Context: an optimization exercise on an open-source flow, tuned for small area. The choices shown serve that exercise and are no tape-out recipe. In this exercise RTL edits were held to simulation tests only and were not proved equivalent to the original. Power and IR drop assume default switching activity.

--- flow/run.sh ---
#!/bin/bash
# The standard layout (standard.sh, with its synthesis unchanged), with:
# - after synthesis, the netlist between the registers is improved for area;
#   registers keep their instances, names and cell types:
#   1. flow/fapol.py flips full-adder cells (FA is self-dual) to need fewer
#      inverters,
#   2. flow/resyn.sh re-maps the gates between registers and adders with ABC
#      for area;
# - port buffers: every input and output port still gets its own buffer,
#   the small sky130_fd_sc_hd__buf_1 instead of the default choice;
# - clock tree: sinks clustered into fewer, larger clusters, no dummy loads.
# Each tool's output goes to a log of its own in this folder.
set -euo pipefail
export BUFFER_PORTS_ARGS="-buffer_cell sky130_fd_sc_hd__buf_1"
export CTS_ARGS="-sink_clustering_enable -repair_clock_nets -sink_clustering_size 12 -sink_clustering_max_diameter 40 -buf_list sky130_fd_sc_hd__clkbuf_4 -dont_use_dummy_load"
bash standard.sh synth > synth.log 2>&1
R=orfs/results/${FLOW_PLATFORM}/defog_top/base
cp $R/1_2_yosys.v yosys_netlist.v
cp yosys_netlist.v net_in.v
if python3 flow/fapol.py net_in.v fapol_netlist.v > fapol.log 2>&1; then
  cp fapol_netlist.v net_in.v
fi
if bash flow/resyn.sh net_in.v resyn_netlist.v > resyn.log 2>&1; then
  cp resyn_netlist.v net_in.v
fi
cp net_in.v $R/1_2_yosys.v
touch $R/1_2_yosys.v
bash standard.sh > layout.log 2>&1
--- constraint.sdc ---
create_clock -name core_clock -period 6.734 [get_ports {clk}]
set_input_delay 1.3468 -clock core_clock [delete_from_list [all_inputs] [get_ports {clk}]]
set_output_delay 1.3468 -clock core_clock [all_outputs]
set_load 0.01 [all_outputs]
--- flow/resyn.sh ---
#!/bin/bash
# Re-maps the combinational logic of a synthesized netlist for area with ABC.
# Flip-flops, full/half adders and tie cells are kept as they are (same
# instances, same names); only the gates between them are re-mapped.
# usage: resyn.sh IN.v OUT.v
set -euo pipefail
IN=$1; OUT=$2
HERE=$(cd "$(dirname "$0")" && pwd)
LIB=$FLOW_HOME/platforms/$FLOW_PLATFORM/lib/sky130_fd_sc_hd__tt_025C_1v80.lib
YOSYS=$FLOW_HOME/../tools/install/yosys/bin/yosys
DU=""
for c in $(sed -n '/DONT_USE_CELLS += /,/^$/p' $FLOW_HOME/platforms/$FLOW_PLATFORM/config.mk | tr -d '\\' | tr ' ' '\n' | grep sky130); do
  DU="$DU -dont_use $c"
done
cat > resyn.ys <<EOY
read_liberty -ignore_miss_func $LIB
read_verilog $IN
hierarchy -top $FLOW_TOP
setattr -mod -set keep_hierarchy 1 sky130_fd_sc_hd__fa_* sky130_fd_sc_hd__ha_* sky130_fd_sc_hd__df* sky130_fd_sc_hd__conb*
flatten
opt_clean -purge
select -module $FLOW_TOP
abc -liberty $LIB -script $HERE/resyn.abc $DU -dont_use sky130_fd_sc_hd__clk* -dont_use sky130_fd_sc_hd__dly*
select -clear
opt_clean -purge
rename -hide w:*.*
splitnets
opt_clean -purge
tee -o resyn_stat.txt stat -liberty $LIB $FLOW_TOP
select $FLOW_TOP
write_verilog -noattr -selected $OUT
EOY
$YOSYS -q -l resyn_yosys.log resyn.ys
--- config.mk ---
export PLATFORM = sky130hd
export DESIGN_NAME = defog_top
export DESIGN_NICKNAME = defog_top
export VERILOG_FILES = /design/flow/design.v
export SDC_FILE = /design/flow/constraint.sdc
export NUM_CORES = 4
export LEC_CHECK = 0
export ABC_AREA = 1
export CAP_MARGIN = 20
export CORE_MARGIN = 2
export CORE_UTILIZATION = 70
export GPL_TIMING_DRIVEN = 0
export PLACE_DENSITY = 0.8
export SLEW_MARGIN = 20
--- design.v ---
module defog_channel(
	input	[7:0]	f,
	input	[4:0]	qdn,
	input	[7:0]	an,
	output	[7:0]	out
);
wire [7:0] e = ~f;
wire [7:0] pp0 = ~(f | {8{qdn[0]}});
wire [7:0] pp1 = ~(f | {8{qdn[1]}});
wire [7:0] pp2 = ~(f | {8{qdn[2]}});
wire [7:0] pp3 = ~(f | {8{qdn[3]}});
wire [7:0] pp4 = ~(f | {8{qdn[4]}});
wire t_1, t_2;
defog_fa t_fa2(.a(pp0[2]), .b(pp1[1]), .ci(pp2[0]), .s(t_1), .co(t_2));
wire t_3, t_4;
defog_fa t_fa4(.a(pp0[3]), .b(pp1[2]), .ci(pp2[1]), .s(t_3), .co(t_4));
wire t_5, t_6;
defog_fa t_fa6(.a(pp3[0]), .b(t_2), .ci(t_3), .s(t_5), .co(t_6));
wire t_7, t_8;
defog_fa t_fa8(.a(e[0]), .b(pp0[4]), .ci(pp1[3]), .s(t_7), .co(t_8));
wire t_9, t_10;
defog_fa t_fa10(.a(pp2[2]), .b(pp3[1]), .ci(pp4[0]), .s(t_9), .co(t_10));
wire t_11, t_12;
defog_fa t_fa12(.a(an[0]), .b(t_4), .ci(t_7), .s(t_11), .co(t_12));
wire t_13, t_14;
defog_fa t_fa14(.a(t_9), .b(t_11), .ci(t_6), .s(t_13), .co(t_14));
wire t_15, t_16;
defog_fa t_fa16(.a(e[1]), .b(pp0[5]), .ci(pp1[4]), .s(t_15), .co(t_16));
wire t_17, t_18;
defog_fa t_fa18(.a(pp2[3]), .b(pp3[2]), .ci(pp4[1]), .s(t_17), .co(t_18));
wire t_19, t_20;
defog_fa t_fa20(.a(an[1]), .b(t_10), .ci(t_15), .s(t_19), .co(t_20));
wire t_21, t_22;
defog_fa t_fa22(.a(t_17), .b(t_8), .ci(t_12), .s(t_21), .co(t_22));
wire t_23, t_24;
defog_fa t_fa24(.a(t_19), .b(t_14), .ci(t_21), .s(t_23), .co(t_24));
wire t_25, t_26;
defog_fa t_fa26(.a(e[2]), .b(pp0[6]), .ci(pp1[5]), .s(t_25), .co(t_26));
wire t_27, t_28;
defog_fa t_fa28(.a(pp2[4]), .b(pp3[3]), .ci(pp4[2]), .s(t_27), .co(t_28));
wire t_29, t_30;
defog_fa t_fa30(.a(an[2]), .b(t_16), .ci(t_18), .s(t_29), .co(t_30));
wire t_31, t_32;
defog_fa t_fa32(.a(t_25), .b(t_27), .ci(t_20), .s(t_31), .co(t_32));
wire t_33, t_34;
defog_fa t_fa34(.a(t_29), .b(t_22), .ci(t_31), .s(t_33), .co(t_34));
wire t_35, t_36;
defog_fa t_fa36(.a(e[3]), .b(pp0[7]), .ci(pp1[6]), .s(t_35), .co(t_36));
wire t_37, t_38;
defog_fa t_fa38(.a(pp2[5]), .b(pp3[4]), .ci(pp4[3]), .s(t_37), .co(t_38));
wire t_39, t_40;
defog_fa t_fa40(.a(an[3]), .b(t_26), .ci(t_28), .s(t_39), .co(t_40));
wire t_41, t_42;
defog_fa t_fa42(.a(t_35), .b(t_37), .ci(t_30), .s(t_41), .co(t_42));
wire t_43, t_44;
defog_fa t_fa44(.a(t_39), .b(t_32), .ci(t_41), .s(t_43), .co(t_44));
wire t_45, t_46;
defog_fa t_fa46(.a(e[4]), .b(pp1[7]), .ci(pp2[6]), .s(t_45), .co(t_46));
wire t_47, t_48;
defog_fa t_fa48(.a(pp3[5]), .b(pp4[4]), .ci(an[4]), .s(t_47), .co(t_48));
wire t_49, t_50;
defog_fa t_fa50(.a(t_36), .b(t_38), .ci(t_45), .s(t_49), .co(t_50));
wire t_51, t_52;
defog_fa t_fa52(.a(t_40), .b(t_47), .ci(t_49), .s(t_51), .co(t_52));
wire t_53, t_54;
defog_fa t_fa54(.a(t_42), .b(t_51), .ci(t_44), .s(t_53), .co(t_54));
wire t_55, t_56;
defog_fa t_fa56(.a(e[5]), .b(pp2[7]), .ci(pp3[6]), .s(t_55), .co(t_56));
wire t_57, t_58;
defog_fa t_fa58(.a(pp4[5]), .b(an[5]), .ci(t_46), .s(t_57), .co(t_58));
wire t_59, t_60;
defog_fa t_fa60(.a(t_55), .b(t_48), .ci(t_50), .s(t_59), .co(t_60));
wire t_61, t_62;
defog_fa t_fa62(.a(t_57), .b(t_52), .ci(t_59), .s(t_61), .co(t_62));
wire t_63, t_64;
defog_fa t_fa64(.a(e[6]), .b(pp3[7]), .ci(pp4[6]), .s(t_63), .co(t_64));
wire t_65, t_66;
defog_fa t_fa66(.a(an[6]), .b(t_56), .ci(t_63), .s(t_65), .co(t_66));
wire t_67, t_68;
defog_fa t_fa68(.a(t_58), .b(t_65), .ci(t_60), .s(t_67), .co(t_68));
wire t_69, t_70;
defog_fa t_fa70(.a(e[7]), .b(pp4[7]), .ci(an[7]), .s(t_69), .co(t_70));
wire t_71, t_72;
defog_fa t_fa72(.a(t_64), .b(t_66), .ci(t_69), .s(t_71), .co(t_72));
wire t_73;
assign t_73 = pp0[1] & pp1[0];
wire t_74;
assign t_74 = t_1 & t_73;
wire t_75;
assign t_75 = t_5 & t_74;
wire t_76, t_77;
defog_ha t_ha77(.a(t_13), .b(t_75), .s(t_76), .co(t_77));
wire t_78, t_79;
defog_ha t_ha79(.a(t_23), .b(t_77), .s(t_78), .co(t_79));
wire t_80, t_81;
defog_fa t_fa81(.a(t_24), .b(t_33), .ci(t_79), .s(t_80), .co(t_81));
wire t_82, t_83;
defog_fa t_fa83(.a(t_34), .b(t_43), .ci(t_81), .s(t_82), .co(t_83));
wire t_84, t_85;
defog_ha t_ha85(.a(t_53), .b(t_83), .s(t_84), .co(t_85));
wire t_86, t_87;
defog_fa t_fa87(.a(t_61), .b(t_54), .ci(t_85), .s(t_86), .co(t_87));
wire t_88, t_89;
defog_fa t_fa89(.a(t_62), .b(t_67), .ci(t_87), .s(t_88), .co(t_89));
wire t_90, t_91;
defog_fa t_fa91(.a(t_71), .b(t_68), .ci(t_89), .s(t_90), .co(t_91));
wire [7:0] w = {t_90, t_88, t_86, t_84, t_82, t_80, t_78, t_76};
wire zero = t_70 | t_72 | t_91;
assign out = ~(w[7:0] | {8{zero}});
endmodule
module defog_fa(input a, input b, input ci, output s, output co);
assign s = a ^ b ^ ci;
assign co = (a & b) | (a & ci) | (b & ci);
endmodule
module defog_ha(input a, input b, output s, output co);
assign s = a ^ b;
assign co = a & b;
endmodule
module defog_top(
	input	clk,
	input	nrst,
	input	[7:0]	r,
	input	[7:0]	g,
	input	[7:0]	b,
	input	hsync,
	input	vsync,
	input	en,
	input	frame_done_flag,
	input	[7:0]	atmos,
	output	[7:0]	defogged_r,
	output	[7:0]	defogged_g,
	output	[7:0]	defogged_b,
	output	o_hsync,
	output	o_vsync,
	output	o_en,
	output	reg [7:0]	max_of_dark
);
reg [3:0] cnt;
wire cnt_done = cnt[3] & cnt[2];
always @(posedge clk or negedge nrst) begin
	if (!nrst)
		cnt <= 4'd0;
	else if (!cnt_done)
		cnt <= cnt + 4'd1;
end
wire p2_valid = cnt[3] | cnt[2] | cnt[1];
reg [23:0] p1, p2;
always @(posedge clk) begin
	p1 <= {r, g, b};
	p2 <= p1;
end
wire [7:0] r2 = p2[23:16];
wire [7:0] g2 = p2[15:8];
wire [7:0] b2 = p2[7:0];
wire [8:0] ar, ag, ab;
wire [7:0] dark;
assign ar[8] = 1'b1;
assign ag[8] = 1'b1;
assign ab[8] = 1'b1;
genvar k;
generate for (k = 7; k >= 0; k = k - 1) begin : gmin
	assign dark[k] = ~((ar[k+1] & ~r2[k]) | (ag[k+1] & ~g2[k]) | (ab[k+1] & ~b2[k]));
	assign ar[k] = ar[k+1] & ~(r2[k] & ~dark[k]);
	assign ag[k] = ag[k+1] & ~(g2[k] & ~dark[k]);
	assign ab[k] = ab[k+1] & ~(b2[k] & ~dark[k]);
end endgenerate
wire [8:0] gt;
assign gt[0] = 1'b0;
generate for (k = 0; k < 8; k = k + 1) begin : ggt
	assign gt[k+1] = (dark[k] & ~max_of_dark[k]) | (dark[k] & gt[k]) | (~max_of_dark[k] & gt[k]);
end endgenerate
wire dark_gt = gt[8];
always @(posedge clk or negedge nrst) begin
	if (!nrst)
		max_of_dark <= 8'd0;
	else if (frame_done_flag)
		max_of_dark <= 8'd0;
	else if (p2_valid && dark_gt)
		max_of_dark <= dark;
end
reg [4:0] qd;
always @(*) begin
	case (dark)
		8'd0: qd = 5'd0;
		8'd1: qd = 5'd0;
		8'd2: qd = 5'd0;
		8'd3: qd = 5'd0;
		8'd4: qd = 5'd0;
		8'd5: qd = 5'd0;
		8'd6: qd = 5'd0;
		8'd7: qd = 5'd0;
		8'd8: qd = 5'd0;
		8'd9: qd = 5'd0;
		8'd10: qd = 5'd0;
		8'd11: qd = 5'd0;
		8'd12: qd = 5'd0;
		8'd13: qd = 5'd0;
		8'd14: qd = 5'd0;
		8'd15: qd = 5'd0;
		8'd16: qd = 5'd0;
		8'd17: qd = 5'd0;
		8'd18: qd = 5'd0;
		8'd19: qd = 5'd0;
		8'd20: qd = 5'd0;
		8'd21: qd = 5'd0;
		8'd22: qd = 5'd0;
		8'd23: qd = 5'd1;
		8'd24: qd = 5'd1;
		8'd25: qd = 5'd1;
		8'd26: qd = 5'd1;
		8'd27: qd = 5'd1;
		8'd28: qd = 5'd1;
		8'd29: qd = 5'd1;
		8'd30: qd = 5'd1;
		8'd31: qd = 5'd1;
		8'd32: qd = 5'd1;
		8'd33: qd = 5'd1;
		8'd34: qd = 5'd1;
		8'd35: qd = 5'd1;
		8'd36: qd = 5'd1;
		8'd37: qd = 5'd1;
		8'd38: qd = 5'd1;
		8'd39: qd = 5'd1;
		8'd40: qd = 5'd1;
		8'd41: qd = 5'd1;
		8'd42: qd = 5'd1;
		8'd43: qd = 5'd1;
		8'd44: qd = 5'd1;
		8'd45: qd = 5'd2;
		8'd46: qd = 5'd2;
		8'd47: qd = 5'd2;
		8'd48: qd = 5'd2;
		8'd49: qd = 5'd2;
		8'd50: qd = 5'd2;
		8'd51: qd = 5'd2;
		8'd52: qd = 5'd2;
		8'd53: qd = 5'd2;
		8'd54: qd = 5'd2;
		8'd55: qd = 5'd2;
		8'd56: qd = 5'd2;
		8'd57: qd = 5'd2;
		8'd58: qd = 5'd2;
		8'd59: qd = 5'd2;
		8'd60: qd = 5'd2;
		8'd61: qd = 5'd2;
		8'd62: qd = 5'd2;
		8'd63: qd = 5'd3;
		8'd64: qd = 5'd3;
		8'd65: qd = 5'd3;
		8'd66: qd = 5'd3;
		8'd67: qd = 5'd3;
		8'd68: qd = 5'd3;
		8'd69: qd = 5'd3;
		8'd70: qd = 5'd3;
		8'd71: qd = 5'd3;
		8'd72: qd = 5'd3;
		8'd73: qd = 5'd3;
		8'd74: qd = 5'd3;
		8'd75: qd = 5'd3;
		8'd76: qd = 5'd3;
		8'd77: qd = 5'd3;
		8'd78: qd = 5'd3;
		8'd79: qd = 5'd4;
		8'd80: qd = 5'd4;
		8'd81: qd = 5'd4;
		8'd82: qd = 5'd4;
		8'd83: qd = 5'd4;
		8'd84: qd = 5'd4;
		8'd85: qd = 5'd4;
		8'd86: qd = 5'd4;
		8'd87: qd = 5'd4;
		8'd88: qd = 5'd4;
		8'd89: qd = 5'd4;
		8'd90: qd = 5'd4;
		8'd91: qd = 5'd4;
		8'd92: qd = 5'd4;
		8'd93: qd = 5'd4;
		8'd94: qd = 5'd5;
		8'd95: qd = 5'd5;
		8'd96: qd = 5'd5;
		8'd97: qd = 5'd5;
		8'd98: qd = 5'd5;
		8'd99: qd = 5'd5;
		8'd100: qd = 5'd5;
		8'd101: qd = 5'd5;
		8'd102: qd = 5'd5;
		8'd103: qd = 5'd5;
		8'd104: qd = 5'd5;
		8'd105: qd = 5'd5;
		8'd106: qd = 5'd5;
		8'd107: qd = 5'd5;
		8'd108: qd = 5'd6;
		8'd109: qd = 5'd6;
		8'd110: qd = 5'd6;
		8'd111: qd = 5'd6;
		8'd112: qd = 5'd6;
		8'd113: qd = 5'd6;
		8'd114: qd = 5'd6;
		8'd115: qd = 5'd6;
		8'd116: qd = 5'd6;
		8'd117: qd = 5'd6;
		8'd118: qd = 5'd6;
		8'd119: qd = 5'd6;
		8'd120: qd = 5'd7;
		8'd121: qd = 5'd7;
		8'd122: qd = 5'd7;
		8'd123: qd = 5'd7;
		8'd124: qd = 5'd7;
		8'd125: qd = 5'd7;
		8'd126: qd = 5'd7;
		8'd127: qd = 5'd7;
		8'd128: qd = 5'd7;
		8'd129: qd = 5'd7;
		8'd130: qd = 5'd7;
		8'd131: qd = 5'd8;
		8'd132: qd = 5'd8;
		8'd133: qd = 5'd8;
		8'd134: qd = 5'd8;
		8'd135: qd = 5'd8;
		8'd136: qd = 5'd8;
		8'd137: qd = 5'd8;
		8'd138: qd = 5'd8;
		8'd139: qd = 5'd8;
		8'd140: qd = 5'd8;
		8'd141: qd = 5'd8;
		8'd142: qd = 5'd9;
		8'd143: qd = 5'd9;
		8'd144: qd = 5'd9;
		8'd145: qd = 5'd9;
		8'd146: qd = 5'd9;
		8'd147: qd = 5'd9;
		8'd148: qd = 5'd9;
		8'd149: qd = 5'd9;
		8'd150: qd = 5'd9;
		8'd151: qd = 5'd9;
		8'd152: qd = 5'd10;
		8'd153: qd = 5'd10;
		8'd154: qd = 5'd10;
		8'd155: qd = 5'd10;
		8'd156: qd = 5'd10;
		8'd157: qd = 5'd10;
		8'd158: qd = 5'd10;
		8'd159: qd = 5'd10;
		8'd160: qd = 5'd11;
		8'd161: qd = 5'd11;
		8'd162: qd = 5'd11;
		8'd163: qd = 5'd11;
		8'd164: qd = 5'd11;
		8'd165: qd = 5'd11;
		8'd166: qd = 5'd11;
		8'd167: qd = 5'd11;
		8'd168: qd = 5'd11;
		8'd169: qd = 5'd12;
		8'd170: qd = 5'd12;
		8'd171: qd = 5'd12;
		8'd172: qd = 5'd12;
		8'd173: qd = 5'd12;
		8'd174: qd = 5'd12;
		8'd175: qd = 5'd12;
		8'd176: qd = 5'd12;
		8'd177: qd = 5'd13;
		8'd178: qd = 5'd13;
		8'd179: qd = 5'd13;
		8'd180: qd = 5'd13;
		8'd181: qd = 5'd13;
		8'd182: qd = 5'd13;
		8'd183: qd = 5'd14;
		8'd184: qd = 5'd14;
		8'd185: qd = 5'd14;
		8'd186: qd = 5'd14;
		8'd187: qd = 5'd14;
		8'd188: qd = 5'd14;
		8'd189: qd = 5'd14;
		8'd190: qd = 5'd14;
		8'd191: qd = 5'd15;
		8'd192: qd = 5'd15;
		8'd193: qd = 5'd15;
		8'd194: qd = 5'd15;
		8'd195: qd = 5'd15;
		8'd196: qd = 5'd15;
		8'd197: qd = 5'd16;
		8'd198: qd = 5'd16;
		8'd199: qd = 5'd16;
		8'd200: qd = 5'd16;
		8'd201: qd = 5'd16;
		8'd202: qd = 5'd16;
		8'd203: qd = 5'd17;
		8'd204: qd = 5'd17;
		8'd205: qd = 5'd17;
		8'd206: qd = 5'd17;
		8'd207: qd = 5'd18;
		8'd208: qd = 5'd18;
		8'd209: qd = 5'd18;
		8'd210: qd = 5'd18;
		8'd211: qd = 5'd18;
		8'd212: qd = 5'd18;
		8'd213: qd = 5'd18;
		8'd214: qd = 5'd19;
		8'd215: qd = 5'd19;
		8'd216: qd = 5'd19;
		8'd217: qd = 5'd19;
		8'd218: qd = 5'd20;
		8'd219: qd = 5'd20;
		8'd220: qd = 5'd20;
		8'd221: qd = 5'd20;
		8'd222: qd = 5'd20;
		8'd223: qd = 5'd21;
		8'd224: qd = 5'd21;
		8'd225: qd = 5'd21;
		8'd226: qd = 5'd21;
		8'd227: qd = 5'd22;
		8'd228: qd = 5'd22;
		8'd229: qd = 5'd22;
		8'd230: qd = 5'd22;
		8'd231: qd = 5'd22;
		8'd232: qd = 5'd23;
		8'd233: qd = 5'd23;
		8'd234: qd = 5'd23;
		8'd235: qd = 5'd24;
		8'd236: qd = 5'd24;
		8'd237: qd = 5'd24;
		8'd238: qd = 5'd24;
		8'd239: qd = 5'd24;
		8'd240: qd = 5'd25;
		8'd241: qd = 5'd25;
		8'd242: qd = 5'd25;
		8'd243: qd = 5'd26;
		8'd244: qd = 5'd26;
		8'd245: qd = 5'd26;
		8'd246: qd = 5'd26;
		8'd247: qd = 5'd27;
		8'd248: qd = 5'd27;
		8'd249: qd = 5'd27;
		8'd250: qd = 5'd28;
		8'd251: qd = 5'd28;
		8'd252: qd = 5'd28;
		8'd253: qd = 5'd29;
		8'd254: qd = 5'd29;
		8'd255: qd = 5'd29;
		default: qd = 5'd0;
	endcase
end
wire [7:0] an = ~atmos;
wire [7:0] fr, fg, fb;
defog_sub sr(.an(an), .c(r2), .f(fr));
defog_sub sg(.an(an), .c(g2), .f(fg));
defog_sub sb(.an(an), .c(b2), .f(fb));
reg [4:0] qdn3;
reg [23:0] f3;
always @(posedge clk) begin
	qdn3 <= ~qd;
	f3 <= {fr, fg, fb};
end
wire [23:0] res;
defog_channel ur(.f(f3[23:16]), .qdn(qdn3), .an(an), .out(res[23:16]));
defog_channel ug(.f(f3[15:8]), .qdn(qdn3), .an(an), .out(res[15:8]));
defog_channel ub(.f(f3[7:0]), .qdn(qdn3), .an(an), .out(res[7:0]));
reg [23:0] d4, d5, d6, d7, d8, d9, d10, d11, d12;
always @(posedge clk) begin
	d4 <= res;
	d5 <= d4;
	d6 <= d5;
	d7 <= d6;
	d8 <= d7;
	d9 <= d8;
	d10 <= d9;
	d11 <= d10;
	d12 <= d11;
end
assign defogged_r = d12[23:16];
assign defogged_g = d12[15:8];
assign defogged_b = d12[7:0];
reg [2:0] s1, s2, s3, s4, s5, s6, s7, s8, s9, s10, s11, s12;
always @(posedge clk) begin
	s1 <= {hsync, vsync, en};
	s2 <= s1;
	s3 <= s2;
	s4 <= s3;
	s5 <= s4;
	s6 <= s5;
	s7 <= s6;
	s8 <= s7;
	s9 <= s8;
	s10 <= s9;
	s11 <= s10;
	s12 <= s11;
end
assign {o_hsync, o_vsync, o_en} = s12 & {3{cnt_done}};
endmodule
module defog_sub(
	input	[7:0]	an,
	input	[7:0]	c,
	output	[7:0]	f
);
wire [7:0] cy;
defog_ha h0(.a(an[0]), .b(c[0]), .s(f[0]), .co(cy[1]));
genvar i;
generate for (i = 1; i < 7; i = i + 1) begin : gsub
	defog_fa fa(.a(an[i]), .b(c[i]), .ci(cy[i]), .s(f[i]), .co(cy[i+1]));
end endgenerate
assign f[7] = an[7] ^ c[7] ^ cy[7];
endmodule
--- flow/fapol.py ---
#!/usr/bin/env python3
"""Re-assigns the polarity of full-adder cells in a flat gate-level netlist
(written by Yosys) to cut inverters.  A full adder is self-dual:
FA(~a, ~b, ~c) = (~sum, ~cout), so each FA may be "flipped" (all inputs and
both outputs complemented) without changing the function.  All inverter
cells are taken out, the flips are chosen greedily to need the fewest
inverters, and one inverter is put back for each signal that is needed in
the polarity its driver does not give.

usage: fapol.py IN.v OUT.v
"""
import re, sys
from collections import defaultdict

src = open(sys.argv[1]).read()
m = re.search(r"^module\s+(\w+)", src, re.M)
# split into header (module ... up to first cell), cells, footer
cell_re = re.compile(r"^(\s*)(sky130_fd_sc_hd__\w+)\s+(\S+)\s*\((.*?)\);\s*$", re.S | re.M)
pin_re = re.compile(r"\.(\w+)\(([^()]*)\)")
OUT = {"X", "Y", "Q", "Q_N", "SUM", "COUT", "HI", "LO"}

cells = []  # [type, name, {pin: net}, span]
for mm in cell_re.finditer(src):
    pins = {p: n.strip() for p, n in pin_re.findall(mm.group(4))}
    cells.append([mm.group(2), mm.group(3), pins, mm.span()])

def is_inv(t):
    return re.fullmatch(r"sky130_fd_sc_hd__(inv|clkinv)_\d+", t) is not None

def is_fa(t):
    return re.fullmatch(r"sky130_fd_sc_hd__fa_\d+", t) is not None

def is_fixed(t):
    # cells whose pins have a fixed polarity: registers, half adders, tie cells
    return re.fullmatch(r"sky130_fd_sc_hd__(df\w*|ha_\d+|conb_\d+|s?dl\w*)", t) is not None

def is_logic(t):
    return not (is_fa(t) or is_fixed(t) or is_inv(t))

# inverter graph: net -> (root, pol)
inv_of = {}  # output net -> input net
for t, n, p, _ in cells:
    if is_inv(t):
        inv_of[p["Y"]] = p["A"]

def root(net):
    pol = 0
    seen = 0
    while net in inv_of:
        net = inv_of[net]
        pol ^= 1
        seen += 1
        if seen > 100:
            raise SystemExit("inverter loop")
    return net, pol

# nets that must stay as they are: ports (outputs) and anything named like a clock
port_nets = set()
for mm in re.finditer(r"^\s*(input|output|inout)\s+(\[[^\]]*\]\s*)?([^;]+);", src, re.M):
    for nm in mm.group(3).split(","):
        port_nets.add(nm.strip())
outputs = set()
for mm in re.finditer(r"^\s*output\s+(\[[^\]]*\]\s*)?([^;]+);", src, re.M):
    for nm in mm.group(2).split(","):
        outputs.add(nm.strip())

# consumers: list of (cellidx, pin, root, pol)
cons = []
fa_idx = []
for i, (t, n, p, _) in enumerate(cells):
    if is_inv(t):
        continue
    if is_fa(t):
        fa_idx.append(i)
    for pin, net in p.items():
        if pin in OUT:
            continue
        r, pol = root(net)
        cons.append((i, pin, r, pol))
# output ports that are driven through inverters count as consumers too
assigns = re.findall(r"^\s*assign\s+(.+?)\s*=\s*(.+?)\s*;", src, re.M)
if any(re.search(r"\S", a[1]) for a in assigns):
    pass
port_cons = []
for net in outputs:
    if net in inv_of:
        r, pol = root(net)
        port_cons.append((net, r, pol))

# which cell drives each root net, and via which pin
drv = {}
for i, (t, n, p, _) in enumerate(cells):
    if is_inv(t):
        continue
    for pin, net in p.items():
        if pin in OUT:
            drv[net] = (i, pin)

flip = defaultdict(int)  # cell index -> 0/1

def need_sets():
    need = defaultdict(set)  # root -> set of physical polarities needed
    for i, pin, r, pol in cons:
        need[r].add(pol ^ flip[i] if is_fa(cells[i][0]) else pol)
    for net, r, pol in port_cons:
        need[r].add(pol)
    return need

def produced(r):
    d = drv.get(r)
    if d is None:
        return 0
    return flip[d[0]]

def cost():
    return sum(root_cost(r) for r in set(root_users) | set(port_by_root))

fa_roots = {}
root_users = defaultdict(list)
for k, (i, pin, r, pol) in enumerate(cons):
    root_users[r].append(k)
for i in fa_idx:
    rs = set()
    for pin, net in cells[i][2].items():
        if pin in OUT:
            rs.add(net)
        else:
            rs.add(root(net)[0])
    fa_roots[i] = rs

port_by_root = defaultdict(list)
for net, r, pol in port_cons:
    port_by_root[r].append(pol)

def root_cost(r):
    s = set()
    for k in root_users[r]:
        i, pin, _, pol = cons[k]
        if is_logic(cells[i][0]):
            continue
        s.add(pol ^ flip[i] if is_fa(cells[i][0]) else pol)
    for pol in port_by_root[r]:
        s.add(pol)
    d = drv.get(r)
    if d is not None and is_logic(cells[d[0]][0]):
        return 1 if len(s) == 2 else 0
    return 1 if (produced(r) ^ 1) in s else 0

def local(i):
    return sum(root_cost(r) for r in fa_roots[i])

for i in list(fa_idx):
    if any(net in port_nets for pin, net in cells[i][2].items() if pin in OUT):
        fa_idx.remove(i)
before = cost()
changed = True
it = 0
while changed and it < 50:
    changed = False
    it += 1
    for i in fa_idx:
        c0 = local(i)
        flip[i] ^= 1
        c1 = local(i)
        if c1 < c0:
            changed = True
        else:
            flip[i] ^= 1
import random
def descend():
    changed = True
    while changed:
        changed = False
        for i in fa_idx:
            c0 = local(i)
            flip[i] ^= 1
            c1 = local(i)
            if c1 < c0:
                changed = True
            else:
                flip[i] ^= 1
# try starting from all adders flipped as well
for i in fa_idx:
    flip[i] = 1
descend()
c_all = cost(); flip_all = dict(flip)
for i in fa_idx:
    flip[i] = 0
descend()
if c_all < cost():
    flip.clear(); flip.update(flip_all)
random.seed(1)
best = cost(); bestflip = dict(flip)
T = 1.0
for step in range(20000 if fa_idx else 0):
    i = random.choice(fa_idx)
    c0 = local(i)
    flip[i] ^= 1
    c1 = local(i)
    d = c1 - c0
    if d <= 0 or random.random() < pow(2.718, -d / T):
        pass
    else:
        flip[i] ^= 1
    T = max(0.05, T * 0.9997)
    if step % 500 == 0:
        c = cost()
        if c < best:
            best = c; bestflip = dict(flip)
c = cost()
if c < best:
    best = c; bestflip = dict(flip)
flip.clear(); flip.update(bestflip)
changed = True
while changed:
    changed = False
    for i in fa_idx:
        c0 = local(i)
        flip[i] ^= 1
        c1 = local(i)
        if c1 < c0:
            changed = True
        else:
            flip[i] ^= 1
after = cost()
n_inv_before = sum(1 for c in cells if is_inv(c[0]))
sys.stderr.write("fapol: %d inverters in; polarity cost %d -> %d; %d of %d full adders flipped\n"
                 % (n_inv_before, before, after, sum(flip[i] for i in fa_idx), len(fa_idx)))

# rebuild: every root r gets net r with produced polarity; if the other polarity
# is needed, one inverter drives net "r_fapoln" (or reuse an existing output port name)
need = need_sets()
newname = {}
extra = []
k = 0
def esc(net):
    return net
def inv_net(r):
    return newname[r]
for r, s in need.items():
    pr = produced(r)
    if (pr ^ 1) in s:
        k += 1
        nn = "fapol_n%d" % k
        newname[r] = nn
        extra.append((r, nn))

# physical net for (root, wanted polarity)
def phys(r, want):
    return r if produced(r) == want else newname[r]

# output ports driven through inverters: keep the port name as the net of the
# wanted polarity, via a buffer-free route: we drive the port with an inverter
# or assign statement
out_lines = []
pieces = []
last = 0
for i, (t, n, p, span) in enumerate(cells):
    pieces.append(src[last:span[0]])
    last = span[1]
    if is_inv(t):
        continue
    newp = {}
    for pin, net in p.items():
        if pin in OUT:
            newp[pin] = net
        else:
            r, pol = root(net)
            want = pol ^ flip[i] if is_fa(t) else pol
            newp[pin] = phys(r, want)
    indent = re.match(r"\s*", src[span[0]:span[1]]).group(0)
    pins = ",\n".join("%s    .%s(%s)" % (indent, pin, net + (" " if net.startswith("\\") else "")) for pin, net in newp.items())
    pieces.append("%s%s %s (\n%s);" % (indent, t, n, pins))
pieces.append(src[last:])
body = "".join(pieces)
# declarations and new inverters before endmodule
add = []
for r, nn in extra:
    add.append("  wire %s;" % nn)
for j, (r, nn) in enumerate(extra):
    if produced(r) == 0:
        add.append("  sky130_fd_sc_hd__inv_1 fapol_inv%d (\n    .A(%s),\n    .Y(%s));" % (j, r + (" " if r.startswith("\\") else ""), nn))
    else:
        add.append("  sky130_fd_sc_hd__inv_1 fapol_inv%d (\n    .A(%s),\n    .Y(%s));" % (j, r + (" " if r.startswith("\\") else ""), nn))
# output ports that were driven by inverters: now drive them from the right polarity
for net, r, pol in port_cons:
    pn = phys(r, pol)
    add.append("  assign %s = %s;" % (net, pn + (" " if pn.startswith("\\") else "")))
idx = body.rindex("endmodule")
body = body[:idx] + "\n".join(add) + "\n" + body[idx:]
open(sys.argv[2], "w").write(body)
--- standard.sh ---
#!/bin/bash
# synth_recipe.tcl (not shown) runs the flow's synth.tcl, then flattens the netlist and writes it again
# the make line also repeats each setting of config.mk as NAME=value (left out here)
make -C /OpenROAD-flow-scripts/flow DESIGN_CONFIG=/design/flow/config.mk WORK_HOME=/design/flow/orfs CLKGATE_MAP_FILE= SYNTH_SCRIPT=/design/flow/synth_recipe.tcl "${@:-finish}"
--- flow/resyn.abc ---
strash
dch -f
map -a
mfs2
strash
dch -f
map -a
topo
==> results.cfg, run 1 <==
[timing]
worst_slew_pin_slew_ps = 1010
max_freq_mhz = 165
final-max-slew-violation-count = 0
timing.final.crit_share = 0.903
worst_hold_slack_across_all_endpoints_ps = 262
setup_tns_ps = 0
finalWorstPathRequiredPeriod_ps = 6080
finalSetupViolCount = 0
maxSlewHeadroom = 0.328
finalHoldViolations = 0
grt_setup_unrepaired = false
final.setup_skew_ps = 76.0

[clocking]
cell_at_the_root_of_the_clock_tree = sky130_fd_sc_hd__clkbuf_4
cts_buffers = 40
tritoncts_num_sinks = 341
h-tree-depth = 2
cts.path.max_buffers = 3
cts_tree = done
clock_transition_at_the_register_clock_pins_on_the_worst_setup_and_hold_paths_after_cts_ps = 100
cts_hold_buffers = 0
clock_insertion_delay_worst_skew_ps = 640

[critical_path]
cp_max_fo = 21
setup_cp_type = reg -> reg
critPathRequiredTime_ps = 7220
worst_setup_path_start_kind = register
worstPathArrival_ps = 6570
timing.critical_path.to_type = register

[global_routing]
grt_antenna_before_repair = 1
grt_pass1_vias = 6653
global_route.usage.total = 0.225
overflow = 0
grt_first_pass_wirelength_mm = 31.1
grt_start_max_net_pins = 23

[hold_path]
tightest_hold_check_type = reg -> reg

[final_layout]
drive_gt1_frac = 0.0507
nNetsFinal = 1216
layout.area.seq_sq_um = 6890
layout-area-overhead-vs-synth_pct = 7.56
final_cell_mix = sky130_fd_sc_hd__dfxtp_1 (329), sky130_fd_sc_hd__nor2_1 (163), sky130_fd_sc_hd__fa_1 (135)
layout.cells.most_common = sky130_fd_sc_hd__dfxtp_1
multiInputGateArea_sq_um = 4370
final.fill_count = 1052

[placement]
place.port_buffers = 72
hpwl_mm = 13.4
globalplace.congestion = 0.869

[drt]
detail_route.iter0.violations = 294
postRouteAntennaNets = 0
viasPerCell = 5.15
wl_per_cell_um = 14.7
vias = 6414
drtPass1Iterations = 5
drc_errors = 0
postRouteWirelength_mm = 18.3

[logic_synthesis]
netlist_area_sq_um = 11600
synthesized_area_per_cell_sq_um = 12.7
yosysWarnings = 1
synthesized_netlist_net_count = 1101
syn_inst = 912

[floorplan]
ioPinCount = 73
core_area_sq_um = 16400
dieHeight_um = 133
fp.dieArea_sq_um = 17700
core.rowCount = 47
effective_utilization_at_floorplan = 0.709
dieWidth_um = 133

[power_and_ir_drop]
power_density_nw_per_um2 = 432
vdd.ir_drop.worst_uv = 324
total_leakage_power_nw = 5.49
power.total_mw = 5.40

[outcome]
run_status = finished clean

[run]
maxCapViolations = 0
[metrics by stage]
| step | std cells | setup WS (ps) | util | area [sq um] |
|---|---|---|---|---|
| final | 1246 | 656 | 0.762 | 12500 |
| after global routing | 1246 | 69.2 | 0.762 | 12500 |
| after CTS | 1244 | 160 | 0.760 | 12500 |
| after detailed placement | 1204 | -96.0 | 0.742 | 12200 |
| after global placement | 1204 | -120 | 0.742 | 12200 |
| after floorplan | 912 | 921 | - | 11600 |
[path summary, 6_finish.rpt]
check / startpoint / endpoint / slack, ps / cells after the start
setup / recovery: qdn3[2] / d4[23] / 660 / 14
hold / removal: p1[16] / p2[16] / 260 / 0
setup reg to reg: qdn3[2] / d4[23] / 660 / 14
hold reg to reg: p1[16] / p2[16] / 260 / 0
max in group asynchronous: nrst / max_of_dark[6] / 5550 / 1
min in group asynchronous: nrst / cnt[0] / 680 / 1
[power by group]
group,switching [mW],leakage [nW],internal (mW)
clock,0.550,0.184,0.274
sequential,0.207,2.90,2.62
combinational,0.993,2.41,0.763
[worst max-delay path, cell delays in order, from the launching register on]
cell,delay [ps]
sky130_fd_sc_hd__dfxtp_1,940
sky130_fd_sc_hd__nor2_1,150
sky130_fd_sc_hd__fa_1,430
sky130_fd_sc_hd__fa_1,490
sky130_fd_sc_hd__fa_1,430
sky130_fd_sc_hd__fa_1,470
sky130_fd_sc_hd__ha_1,220
sky130_fd_sc_hd__fa_1,380
sky130_fd_sc_hd__fa_1,380
sky130_fd_sc_hd__ha_1,210
sky130_fd_sc_hd__fa_1,380
sky130_fd_sc_hd__fa_1,390
sky130_fd_sc_hd__fa_1,360
sky130_fd_sc_hd__or3_2,590
sky130_fd_sc_hd__nor2_1,130
[routing by layer]
metal / track usage / vias up / routed length (um)
met5: 0 / - / 0
met4: 0.0902 / 0 / 546
met3: 0.0487 / 46 / 1180
met2: 0.373 / 242 / 8980
met1: 0.294 / 3102 / 7580
li1: - / 3024 / -
[final cells by class]
type                       count  area share
sequential                   341       0.551
multi-input combinational    468       0.350
inverter                     103      0.0309
clock buffer                  40      0.0240
timing repair buffer          73      0.0222
tap                          220      0.0220
antenna                        1    0.000200
[repair_timing]
item                       4_1_cts  5_1_grt
buffers inserted                 0        1
pin swaps                        0        1
resized for setup                1        6
setup endpoints to repair       11       13
==> inputs of run 2 (changes only) <==
--- a/design.v
+++ b/design.v
@@ -6,3 +6,2 @@
 );
-wire [7:0] e = ~f;
 wire [7:0] pp0 = ~(f | {8{qdn[0]}});
@@ -11,3 +10,4 @@
 wire [7:0] pp3 = ~(f | {8{qdn[3]}});
-wire [7:0] pp4 = ~(f | {8{qdn[4]}});
+wire [7:0] pq4 = ~(f | {8{~qdn[4]}});
+wire [7:0] pq5 = ~(f | {8{qdn[4]}});
 wire t_1, t_2;
@@ -19,91 +19,87 @@
 wire t_7, t_8;
-defog_fa t_fa8(.a(e[0]), .b(pp0[4]), .ci(pp1[3]), .s(t_7), .co(t_8));
+defog_fa t_fa8(.a(pp0[4]), .b(pp1[3]), .ci(pp2[2]), .s(t_7), .co(t_8));
 wire t_9, t_10;
-defog_fa t_fa10(.a(pp2[2]), .b(pp3[1]), .ci(pp4[0]), .s(t_9), .co(t_10));
+defog_fa t_fa10(.a(pp3[1]), .b(pq4[0]), .ci(an[0]), .s(t_9), .co(t_10));
 wire t_11, t_12;
-defog_fa t_fa12(.a(an[0]), .b(t_4), .ci(t_7), .s(t_11), .co(t_12));
+defog_fa t_fa12(.a(t_4), .b(t_7), .ci(t_6), .s(t_11), .co(t_12));
 wire t_13, t_14;
-defog_fa t_fa14(.a(t_9), .b(t_11), .ci(t_6), .s(t_13), .co(t_14));
+defog_fa t_fa14(.a(pp0[5]), .b(pp1[4]), .ci(pp2[3]), .s(t_13), .co(t_14));
 wire t_15, t_16;
-defog_fa t_fa16(.a(e[1]), .b(pp0[5]), .ci(pp1[4]), .s(t_15), .co(t_16));
+defog_fa t_fa16(.a(pp3[2]), .b(pq4[1]), .ci(pq5[0]), .s(t_15), .co(t_16));
 wire t_17, t_18;
-defog_fa t_fa18(.a(pp2[3]), .b(pp3[2]), .ci(pp4[1]), .s(t_17), .co(t_18));
+defog_fa t_fa18(.a(an[1]), .b(t_13), .ci(t_15), .s(t_17), .co(t_18));
 wire t_19, t_20;
-defog_fa t_fa20(.a(an[1]), .b(t_10), .ci(t_15), .s(t_19), .co(t_20));
+defog_fa t_fa20(.a(t_8), .b(t_10), .ci(t_17), .s(t_19), .co(t_20));
 wire t_21, t_22;
-defog_fa t_fa22(.a(t_17), .b(t_8), .ci(t_12), .s(t_21), .co(t_22));
+defog_fa t_fa22(.a(pp0[6]), .b(pp1[5]), .ci(pp2[4]), .s(t_21), .co(t_22));
 wire t_23, t_24;
-defog_fa t_fa24(.a(t_19), .b(t_14), .ci(t_21), .s(t_23), .co(t_24));
+defog_fa t_fa24(.a(pp3[3]), .b(pq4[2]), .ci(pq5[1]), .s(t_23), .co(t_24));
 wire t_25, t_26;
-defog_fa t_fa26(.a(e[2]), .b(pp0[6]), .ci(pp1[5]), .s(t_25), .co(t_26));
+defog_fa t_fa26(.a(an[2]), .b(t_14), .ci(t_16), .s(t_25), .co(t_26));
 wire t_27, t_28;
-defog_fa t_fa28(.a(pp2[4]), .b(pp3[3]), .ci(pp4[2]), .s(t_27), .co(t_28));
+defog_fa t_fa28(.a(t_21), .b(t_23), .ci(t_18), .s(t_27), .co(t_28));
 wire t_29, t_30;
-defog_fa t_fa30(.a(an[2]), .b(t_16), .ci(t_18), .s(t_29), .co(t_30));
+defog_fa t_fa30(.a(t_25), .b(t_20), .ci(t_27), .s(t_29), .co(t_30));
 wire t_31, t_32;
-defog_fa t_fa32(.a(t_25), .b(t_27), .ci(t_20), .s(t_31), .co(t_32));
+defog_fa t_fa32(.a(pp0[7]), .b(pp1[6]), .ci(pp2[5]), .s(t_31), .co(t_32));
 wire t_33, t_34;
-defog_fa t_fa34(.a(t_29), .b(t_22), .ci(t_31), .s(t_33), .co(t_34));
+defog_fa t_fa34(.a(pp3[4]), .b(pq4[3]), .ci(pq5[2]), .s(t_33), .co(t_34));
 wire t_35, t_36;
-defog_fa t_fa36(.a(e[3]), .b(pp0[7]), .ci(pp1[6]), .s(t_35), .co(t_36));
+defog_fa t_fa36(.a(an[3]), .b(t_22), .ci(t_24), .s(t_35), .co(t_36));
 wire t_37, t_38;
-defog_fa t_fa38(.a(pp2[5]), .b(pp3[4]), .ci(pp4[3]), .s(t_37), .co(t_38));
+defog_fa t_fa38(.a(t_31), .b(t_33), .ci(t_26), .s(t_37), .co(t_38));
 wire t_39, t_40;
-defog_fa t_fa40(.a(an[3]), .b(t_26), .ci(t_28), .s(t_39), .co(t_40));
+defog_fa t_fa40(.a(t_35), .b(t_28), .ci(t_37), .s(t_39), .co(t_40));
 wire t_41, t_42;
-defog_fa t_fa42(.a(t_35), .b(t_37), .ci(t_30), .s(t_41), .co(t_42));
+defog_fa t_fa42(.a(pp1[7]), .b(pp2[6]), .ci(pp3[5]), .s(t_41), .co(t_42));
 wire t_43, t_44;
-defog_fa t_fa44(.a(t_39), .b(t_32), .ci(t_41), .s(t_43), .co(t_44));
+defog_fa t_fa44(.a(pq4[4]), .b(pq5[3]), .ci(an[4]), .s(t_43), .co(t_44));
 wire t_45, t_46;
-defog_fa t_fa46(.a(e[4]), .b(pp1[7]), .ci(pp2[6]), .s(t_45), .co(t_46));
+defog_fa t_fa46(.a(t_32), .b(t_34), .ci(t_41), .s(t_45), .co(t_46));
 wire t_47, t_48;
-defog_fa t_fa48(.a(pp3[5]), .b(pp4[4]), .ci(an[4]), .s(t_47), .co(t_48));
+defog_fa t_fa48(.a(t_36), .b(t_43), .ci(t_45), .s(t_47), .co(t_48));
 wire t_49, t_50;
-defog_fa t_fa50(.a(t_36), .b(t_38), .ci(t_45), .s(t_49), .co(t_50));
+defog_fa t_fa50(.a(t_38), .b(t_47), .ci(t_40), .s(t_49), .co(t_50));
 wire t_51, t_52;
-defog_fa t_fa52(.a(t_40), .b(t_47), .ci(t_49), .s(t_51), .co(t_52));
+defog_fa t_fa52(.a(pp2[7]), .b(pp3[6]), .ci(pq4[5]), .s(t_51), .co(t_52));
 wire t_53, t_54;
-defog_fa t_fa54(.a(t_42), .b(t_51), .ci(t_44), .s(t_53), .co(t_54));
+defog_fa t_fa54(.a(pq5[4]), .b(an[5]), .ci(t_42), .s(t_53), .co(t_54));
 wire t_55, t_56;
-defog_fa t_fa56(.a(e[5]), .b(pp2[7]), .ci(pp3[6]), .s(t_55), .co(t_56));
+defog_fa t_fa56(.a(t_51), .b(t_44), .ci(t_46), .s(t_55), .co(t_56));
 wire t_57, t_58;
-defog_fa t_fa58(.a(pp4[5]), .b(an[5]), .ci(t_46), .s(t_57), .co(t_58));
+defog_fa t_fa58(.a(t_53), .b(t_48), .ci(t_55), .s(t_57), .co(t_58));
 wire t_59, t_60;
-defog_fa t_fa60(.a(t_55), .b(t_48), .ci(t_50), .s(t_59), .co(t_60));
+defog_fa t_fa60(.a(pp3[7]), .b(pq4[6]), .ci(pq5[5]), .s(t_59), .co(t_60));
 wire t_61, t_62;
-defog_fa t_fa62(.a(t_57), .b(t_52), .ci(t_59), .s(t_61), .co(t_62));
+defog_fa t_fa62(.a(an[6]), .b(t_52), .ci(t_59), .s(t_61), .co(t_62));
 wire t_63, t_64;
-defog_fa t_fa64(.a(e[6]), .b(pp3[7]), .ci(pp4[6]), .s(t_63), .co(t_64));
+defog_fa t_fa64(.a(t_54), .b(t_61), .ci(t_56), .s(t_63), .co(t_64));
 wire t_65, t_66;
-defog_fa t_fa66(.a(an[6]), .b(t_56), .ci(t_63), .s(t_65), .co(t_66));
+defog_fa t_fa66(.a(pq4[7]), .b(pq5[6]), .ci(an[7]), .s(t_65), .co(t_66));
 wire t_67, t_68;
-defog_fa t_fa68(.a(t_58), .b(t_65), .ci(t_60), .s(t_67), .co(t_68));
-wire t_69, t_70;
-defog_fa t_fa70(.a(e[7]), .b(pp4[7]), .ci(an[7]), .s(t_69), .co(t_70));
-wire t_71, t_72;
-defog_fa t_fa72(.a(t_64), .b(t_66), .ci(t_69), .s(t_71), .co(t_72));
-wire t_73;
-assign t_73 = pp0[1] & pp1[0];
-wire t_74;
-assign t_74 = t_1 & t_73;
-wire t_75;
-assign t_75 = t_5 & t_74;
+defog_fa t_fa68(.a(t_60), .b(t_62), .ci(t_65), .s(t_67), .co(t_68));
+wire t_69;
+assign t_69 = pp0[1] & pp1[0];
+wire t_70;
+assign t_70 = t_1 & t_69;
+wire t_71;
+assign t_71 = t_5 & t_70;
+wire t_72, t_73;
+defog_fa t_fa73(.a(t_9), .b(t_11), .ci(t_71), .s(t_72), .co(t_73));
+wire t_74, t_75;
+defog_fa t_fa75(.a(t_12), .b(t_19), .ci(t_73), .s(t_74), .co(t_75));
 wire t_76, t_77;
-defog_ha t_ha77(.a(t_13), .b(t_75), .s(t_76), .co(t_77));
+defog_ha t_ha77(.a(t_29), .b(t_75), .s(t_76), .co(t_77));
 wire t_78, t_79;
-defog_ha t_ha79(.a(t_23), .b(t_77), .s(t_78), .co(t_79));
+defog_fa t_fa79(.a(t_30), .b(t_39), .ci(t_77), .s(t_78), .co(t_79));
 wire t_80, t_81;
-defog_fa t_fa81(.a(t_24), .b(t_33), .ci(t_79), .s(t_80), .co(t_81));
+defog_ha t_ha81(.a(t_49), .b(t_79), .s(t_80), .co(t_81));
 wire t_82, t_83;
-defog_fa t_fa83(.a(t_34), .b(t_43), .ci(t_81), .s(t_82), .co(t_83));
+defog_fa t_fa83(.a(t_57), .b(t_50), .ci(t_81), .s(t_82), .co(t_83));
 wire t_84, t_85;
-defog_ha t_ha85(.a(t_53), .b(t_83), .s(t_84), .co(t_85));
+defog_fa t_fa85(.a(t_58), .b(t_63), .ci(t_83), .s(t_84), .co(t_85));
 wire t_86, t_87;
-defog_fa t_fa87(.a(t_61), .b(t_54), .ci(t_85), .s(t_86), .co(t_87));
-wire t_88, t_89;
-defog_fa t_fa89(.a(t_62), .b(t_67), .ci(t_87), .s(t_88), .co(t_89));
-wire t_90, t_91;
-defog_fa t_fa91(.a(t_71), .b(t_68), .ci(t_89), .s(t_90), .co(t_91));
-wire [7:0] w = {t_90, t_88, t_86, t_84, t_82, t_80, t_78, t_76};
-wire zero = t_70 | t_72 | t_91;
+defog_fa t_fa87(.a(t_67), .b(t_64), .ci(t_85), .s(t_86), .co(t_87));
+wire [7:0] w = {t_86, t_84, t_82, t_80, t_78, t_76, t_74, t_72};
+wire zero = pq5[7] | t_66 | t_68 | t_87;
 assign out = ~(w[7:0] | {8{zero}});
==> run 2 against run 1 <==
  * Highest routed layer unchanged
  * Largest cell class unchanged
  * Power shrank 1.7%
  * Critical path depth up 1
  * Hold slack better by 26 ps
  * Routed wire length shrank 1.1%
  * Combinational power down 7%
  * Synthesized cell count shrank 2.5%
  * Maximum frequency fell by 5.2%
  * Register-to-register slack worse by 330 ps
==> results.cfg, run 2 <==
[outcome]
run_status = finished clean

[timing]
setup_tns_ps = 0
finalHoldViolations = 0
layout_setup_ws_ps = 323
finalWorstPathRequiredPeriod_ps = 6410
timing.final.crit_share = 0.952
final.setup_skew_ps = 55.2
maxSlewHeadroom = 0.331
worst_hold_slack_across_all_endpoints_ps = 288
grt_setup_unrepaired = false
worst_slew_pin_slew_ps = 1000
final-max-slew-violation-count = 0
finalSetupViolCount = 0
max_freq_mhz = 156

[floorplan]
core_area_sq_um = 15900
dieHeight_um = 132
dieWidth_um = 132
core.rowCount = 46
fp.dieArea_sq_um = 17400
effective_utilization_at_floorplan = 0.717
ioPinCount = 73

[final_layout]
multiInputGateArea_sq_um = 4370
layout-area-overhead-vs-synth_pct = 7.55
layout.area.seq_sq_um = 6890
drive_gt1_frac = 0.0500
final.fill_count = 1001
nNetsFinal = 1183
postLayoutCoreUtil = 0.771
layout.cells.most_common = sky130_fd_sc_hd__dfxtp_1
final_cell_mix = sky130_fd_sc_hd__dfxtp_1 (325), sky130_fd_sc_hd__nor2_1 (209), sky130_fd_sc_hd__fa_1 (132)

[critical_path]
startpoint_of_the_most_critical_register_to_register_path = qdn3[4]
worst_r2r_endpoint = d4[7]
cp_max_fo = 26
critical-path-slowest-cell = sky130_fd_sc_hd__dfxtp_2
critPathRequiredTime_ps = 7260
worst_path_most_repeated_cell = sky130_fd_sc_hd__fa_1
worst_setup_path_start_kind = register
worstPathArrival_ps = 6940
crit_path_start = qdn3[4]
regToRegSetupSlack_ps = 320
timing.critical_path.to_type = register
reg2regPathDepth = 15
setup_cp_type = reg -> reg
worstSetupEndpoint = d4[7]
crit_path_cell_trace = clkinvlp_4 -> nor2_1 -> fa_1 -> fa_1 -> fa_1 -> fa_1 -> ha_1 -> fa_1 -> ha_1 -> fa_1 -> fa_1 -> fa_1 -> nor2_1 -> o221ai_1 -> nor2_1
timing.critical_path.slowest_cell_delay_ps = 740

[power_and_ir_drop]
power.total_mw = 5.31
total_leakage_power_nw = 5.34
power_density_nw_per_um2 = 432
vdd.ir_drop.worst_uv = 238

[global_routing]
grt_start_max_net_pins = 26
grt_pass1_vias = 6801
grt_first_pass_wirelength_mm = 30.6
global_route.usage.total = 0.220
overflow = 0
grt_antenna_before_repair = 1

[run]
maxCapViolations = 0

[placement]
globalplace.congestion = 0.864
place.port_buffers = 72
hpwl_mm = 12.8
pre_cts_ws_ps = -175

[drt]
viasPerCell = 5.34
drc_errors = 0
vias = 6508
postRouteWirelength_mm = 18.1
detail_route.iter0.violations = 490
wl_per_cell_um = 14.8
postRouteAntennaNets = 0
drtPass1Iterations = 6

[logic_synthesis]
yosysWarnings = 1
syn_inst = 889
netlist_area_sq_um = 11400
synthesized_netlist_net_count = 1069
synthesized_area_per_cell_sq_um = 12.9

[clocking]
cell_at_the_root_of_the_clock_tree = sky130_fd_sc_hd__clkbuf_4
h-tree-depth = 2
cts.path.max_buffers = 3
cts_buffers = 39
cts_tree = done
clock_transition_at_the_register_clock_pins_on_the_worst_setup_and_hold_paths_after_cts_ps = 110
tritoncts_num_sinks = 341
clock_insertion_delay_worst_skew_ps = 640

[hold_path]
tightest_hold_check_type = reg -> reg
run 2: cell types whose count changed in the layout (fill, tap and decap cells not counted), moves of 4 or more:
cell / before / now
sky130_fd_sc_hd__nor2_1: 163 / 209
sky130_fd_sc_hd__dfxtp_2: 0 / 4
sky130_fd_sc_hd__dfxtp_1: 329 / 325
sky130_fd_sc_hd__inv_1: 103 / 50
sky130_fd_sc_hd__or2_2: 5 / 1
sky130_fd_sc_hd__o221ai_1: 0 / 4
sky130_fd_sc_hd__ha_1: 16 / 10
run 2: stage by stage:
stage | std cells | instance area (sq um)
2_1_floorplan | 889 | 11400
3_3_place_gp | 1177 | 12000
3_5_place_dp | 1177 | 12000
4_1_cts | 1216 | 12300
5_1_grt | 1218 | 12300
6_report | 1218 | 12300
run 2: power by group:
group          switching (mW)  internal [mW]
sequential              0.218           2.63
combinational           0.916          0.727
clock                   0.558          0.269
run 2: final cells by class:
| type | count | share of cell area |
|---|---|---|
| diodes | 1 | 0.000203 |
| clock buffers | 39 | 0.0238 |
| inverters | 51 | 0.0159 |
| multi-input cells | 497 | 0.355 |
| flip-flops and latches | 341 | 0.560 |
| well taps | 216 | 0.0220 |
| repair buffers | 72 | 0.0220 |
| repair inverters | 1 | 0.000407 |
run 2: worst min-delay path by stage:
stage,from,endpoint,slack [ps],cells after the start
after global placement,s7[2],s8[2],310,0
final,d5[15],d6[15],290,0
after global routing,d5[15],d6[15],300,0
after CTS,d5[15],d6[15],280,0
after floorplan,d9[0],d10[0],310,0
after detailed placement,d9[6],d10[6],310,0
run 2: routing by layer:
metal | GRT usage | routed length [um] | up-vias
met3 | 0.0550 | 1420 | 64
met1 | 0.269 | 6800 | 3085
met4 | 0.103 | 699 | 0
li1 | - | - | 3017
met2 | 0.372 | 9170 | 342
met5 | 0 | 0 | -
run 2: worst max-delay path, delay by kind of cell (launching register included):
family,cells,cell delay (ps)
fa+ha+maj,10,4150
flops,1,740
simple gates,3,560
compound gates,1,370
buf+inv,1,470
run 2: what timing repair did:
| item | in CTS | in global routing |
|---|---|---|
| gates resized for setup | 1 | 7 |
| setup buffers | 0 | 0 |
| endpoints found under the setup margin | 8 | 16 |
| cloned | 0 | 1 |
| hold buffers | 0 | 0 |

[what the ideal ports hide]
The results above use ideal ports. As a check the final layouts listed here were re-extracted and re-timed, cells and wires unchanged. Step 1 assumes that a clkbuf_16 drives the clock port and a buf_2 every other input. Step 2 adds t to the input delays and takes it off the output delays; t is the mean of the earliest and latest rising clock arrival at the registers after step 1. Input paths then give back, and output paths get back, about the clock's delay inside the block. a / b / c = ideal ports / drivers / drivers and shift; a / b = the first two.
run	shift t [ns]	slack for setup (ns)	worst data-port slew with drivers (ns)	cell pins on the clock port's net
run 1	0.635	0.656 / 0.656 / 0.420	0.04	1
run 2	0.651	0.323 / 0.323 / 0.323	0.04	1
After both steps every run listed still meets setup and hold. The setup slack of run 1, which loses most, moves by 0.000 ns with the drivers and by -0.236 ns with both steps.
